Context: an optimization exercise on an open-source flow, tuned for small area, a short achievable clock period and few clock cycles. The choices shown serve that exercise and are no tape-out recipe. The RTL was checked by simulation tests, not by an equivalence proof against the original design. Power and IR drop assume default switching activity.

Design control_top, start of the top module:
module control_top(
    output logic [15:0] imem_addr,
    input  logic [31:0] imem_rdata,
    output logic [15:0] dmem_addr,
    output logic [63:0] dmem_wdata,
    output logic dmem_we,
    input  logic [63:0] dmem_rdata,
    output logic halted,
    input logic clk,
    input logic reset
);
logic [31:0] pcF;
logic        vecF;           
logic [31:0] pcI;
logic        vI, vecI, btbI;
logic [31:0] IR, pcD, pcp4D;    
logic [31:1] oh1D, oh2D;     
logic        vD, btbD;
logic [63:0] opA, opB;       
logic [15:0] immE;           
logic [31:0] pcp4E;          
logic [19:0] offE;           
logic        allocE;         
logic        vE;             
logic [4:0]  rdE;            
logic        ldE, stE, jalrE, excE, brkE, predE;
logic [4:0]  rdEr;
logic        ldEr, stEr, allocEr, jalrEr, excEr, brkEr;
logic        mEqEr, mLtEr, earlyEr, xE;    
assign rdE    = vE ? rdEr : 5'd0;
assign ldE    = vE && ldEr;
assign stE    = vE && stEr;
assign allocE = vE && allocEr;
assign jalrE  = vE && jalrEr;
assign excE   = vE && excEr;
assign brkE   = brkEr;
logic [2:0]  f3E;
logic        subE, selSumE, selAndE, selSltE, selShE, selLinkE;
logic [3:0]  shAE, shBE, shCE;
logic [1:0]  shRE;
logic        fillEnE;
logic [63:0] resM;
logic [15:0] addrM;
logic [4:0]  rdM;
logic        ldM, stM;
logic [2:0]  f3M;
logic [63:0] resW;
logic [4:0]  rdW;
logic [31:1] weW;            
logic        ldW;
logic [2:0]  f3W;
logic [63:0] rf [1:31];
logic [31:1] rfv;            
logic        haltR;
logic [63:0] finalW;
wbsel wbsel (.mem(dmem_rdata), .res(resW), .ld(ldW), .f3(f3W), .q(finalW));
always_ff @(posedge clk or posedge reset) begin
    if (reset)
        rfv <= '0;
    else
        rfv <= rfv | weW;
end
always_ff @(posedge clk) begin
    for (int i = 1; i < 32; i++)
        if (weW[i])
            rf[i] <= finalW;
end
logic [63:0] sum, resE;
  ...
Size in the first run: roughly 9300 cells after synthesis, ~200 I/O pins, ~0.13 sq mm of cells after synthesis.
clock: 10.0 ns
lec_check: 0
cap_margin: 20
core_margin: 2
core_utilization: 30
place_density: 0.55
slew_margin: 40
synth_hierarchical: 1
standard.sh (not shown) runs the stock make flow with config.mk's settings and CLKGATE_MAP_FILE= SYNTH_SCRIPT=/design/flow/synth_recipe.tcl, a recipe that flattens the netlist after the stock synthesis.
==> flow/flow/run.sh <==
#!/bin/bash
# The standard layout (the standard.sh: ORFS synthesis to final layout) with
# these changes:
#  - repair_timing aims for 6.4 ns of setup slack instead of 0, so the resizer
#    keeps working on paths well below the 10 ns clock period;
#  - it may resize cells to other drive strengths before global routing too
#    (MATCH_CELL_FOOTPRINT=0; the platform's default allows only same-footprint
#    swaps there);
#  - the buffer that every input and output port gets is a buf_4 rather than
#    the delay cell buffer_ports picks by itself.
# Should the incremental reroute after the post-global-route repair stop on an
# overflowing gcell, global routing is redone without that repair.
# make's full output goes to the flow_*.log files in this folder; ORFS keeps
# each tool's own log under orfs/logs/.
set -uo pipefail
M=(SETUP_SLACK_MARGIN=6.4 MATCH_CELL_FOOTPRINT=0 "BUFFER_PORTS_ARGS=-buffer_cell sky130_fd_sc_hd__buf_4")
bash standard.sh "${M[@]}" cts > flow_cts.log 2>&1 || exit 1
if ! bash standard.sh "${M[@]}" grt > flow_grt.log 2>&1; then
    bash standard.sh "${M[@]}" SKIP_INCREMENTAL_REPAIR=1 grt > flow_grt2.log 2>&1 || exit 1
fi
bash standard.sh "${M[@]}" finish > flow_finish.log 2>&1 || exit 1
Testbench counts at the start, summed over its fixed seeds: cycles 36,338.
Then changed:
--- a/flow/design.v
+++ b/flow/design.v
@@ -230,26 +230,18 @@
     input  logic        excE,
     input  logic [31:0] jalrTgt,
     input  logic [31:0] tgtE,
     input  logic [31:0] pcp4E,
     input  logic [31:0] pcRest,
     output logic [31:0] pcNext
 );
 logic [31:0] tgt;
-assign tgt = jalrE ? jalrTgt : excE ? 32'd254 : predE ? pcp4E : tgtE;
-sel32 fin (.s(redirE), .d1(tgt), .d0(pcRest), .y(pcNext));
-endmodule
-module sel32 (
-    input  logic        s,
-    input  logic [31:0] d1,
-    input  logic [31:0] d0,
-    output logic [31:0] y
-);
-assign y = s ? d1 : d0;
+assign tgt    = jalrE ? jalrTgt : excE ? 32'd254 : predE ? pcp4E : tgtE;
+assign pcNext = redirE ? tgt : pcRest;
 endmodule
 module regread (
     input  logic [31:1]       oh,
     input  logic [31:1]       valid,
     input  logic [64*31-1:0]  data,
     output logic [63:0]       qn        
 );
 logic [31:1] s;
@@ -378,16 +370,19 @@
 logic [31:1] weW;            
 logic        ldW;
 logic [2:0]  f3W;
 logic [63:0] rf [1:31];
 logic [31:1] rfv;            
 logic        haltR;
 logic [63:0] finalW;
 wbsel wbsel (.mem(dmem_rdata), .res(resW), .ld(ldW), .f3(f3W), .q(finalW));
+always_comb
+    for (int i = 1; i < 32; i++)
+        weW[i] = rdW == 5'(i);
 always_ff @(posedge clk or posedge reset) begin
     if (reset)
         rfv <= '0;
     else
         rfv <= rfv | weW;
 end
 always_ff @(posedge clk) begin
     for (int i = 1; i < 32; i++)
@@ -619,32 +614,27 @@
     endcase
 end
 always_ff @(posedge clk or posedge reset) begin
     if (reset) begin
         rdM <= '0;
         ldM <= 1'b0;
         stM <= 1'b0;
         rdW <= '0;
-        weW <= '0;
         ldW <= 1'b0;
     end else begin
         rdM <= rdE;
         ldM <= ldE;
         stM <= stE;
         rdW <= rdM;
-        for (int i = 1; i < 32; i++)
-            weW[i] <= rdM == 5'(i);
         ldW <= ldM;
     end
 end
-logic [63:0] resMn;
-sel64 rsel (.s(stE), .d1(stData), .d0(resE), .y(resMn));
 always_ff @(posedge clk) begin
-    resM  <= resMn;
+    resM  <= stE ? stData : resE;
     addrM <= opA[15:0] + immE;
     f3M   <= f3E;
     resW  <= resM;
     f3W   <= f3M;
 end
 assign dmem_addr  = addrM;
 assign dmem_wdata = resM;
 assign dmem_we    = stM;
After rerunning: The changed run passed the timing, design-rule and antenna checks. Worst hold slack gets better by 0.0066 ns. Core utilization went up by 0.52 points. Synthesized cell count went down by 0.97%. Combinational power went down by about 5%. Global-route usage went up by 0.45 points.
Testbench counts after the change, summed over its fixed seeds: cycles 36,338.

## afterwards: timing with drivers on the ports
Ports are ideal in the flow. The routed layouts listed here were re-timed in OpenROAD.
Step 1, drivers: a clkbuf_16 drives clk and a buf_2 each remaining input, both assumed.
Step 2 adds t to the input delays and takes it off the output delays; t is the mean of the earliest and latest rising clock arrival at the registers after step 1. Input paths then give back, and output paths get back, about the clock's delay inside the block.
a / b / c = ideal / step 1 / step 2; a / b = the first two.
run	t, ns	setup WS [ns]	worst hold slack (ns)	cell pins on the clock port's net
the first run	1.062	6.294 / 6.275 / 6.158	0.319 / 0.319 / 0.319	1
the second run	1.047	6.203 / 6.203 / 6.203	0.325 / 0.325 / 0.325	1
After both steps every run listed still meets setup and hold. For the first run, which loses most, drivers alone change the setup slack by -0.019 ns; drivers and shift together by -0.136 ns.
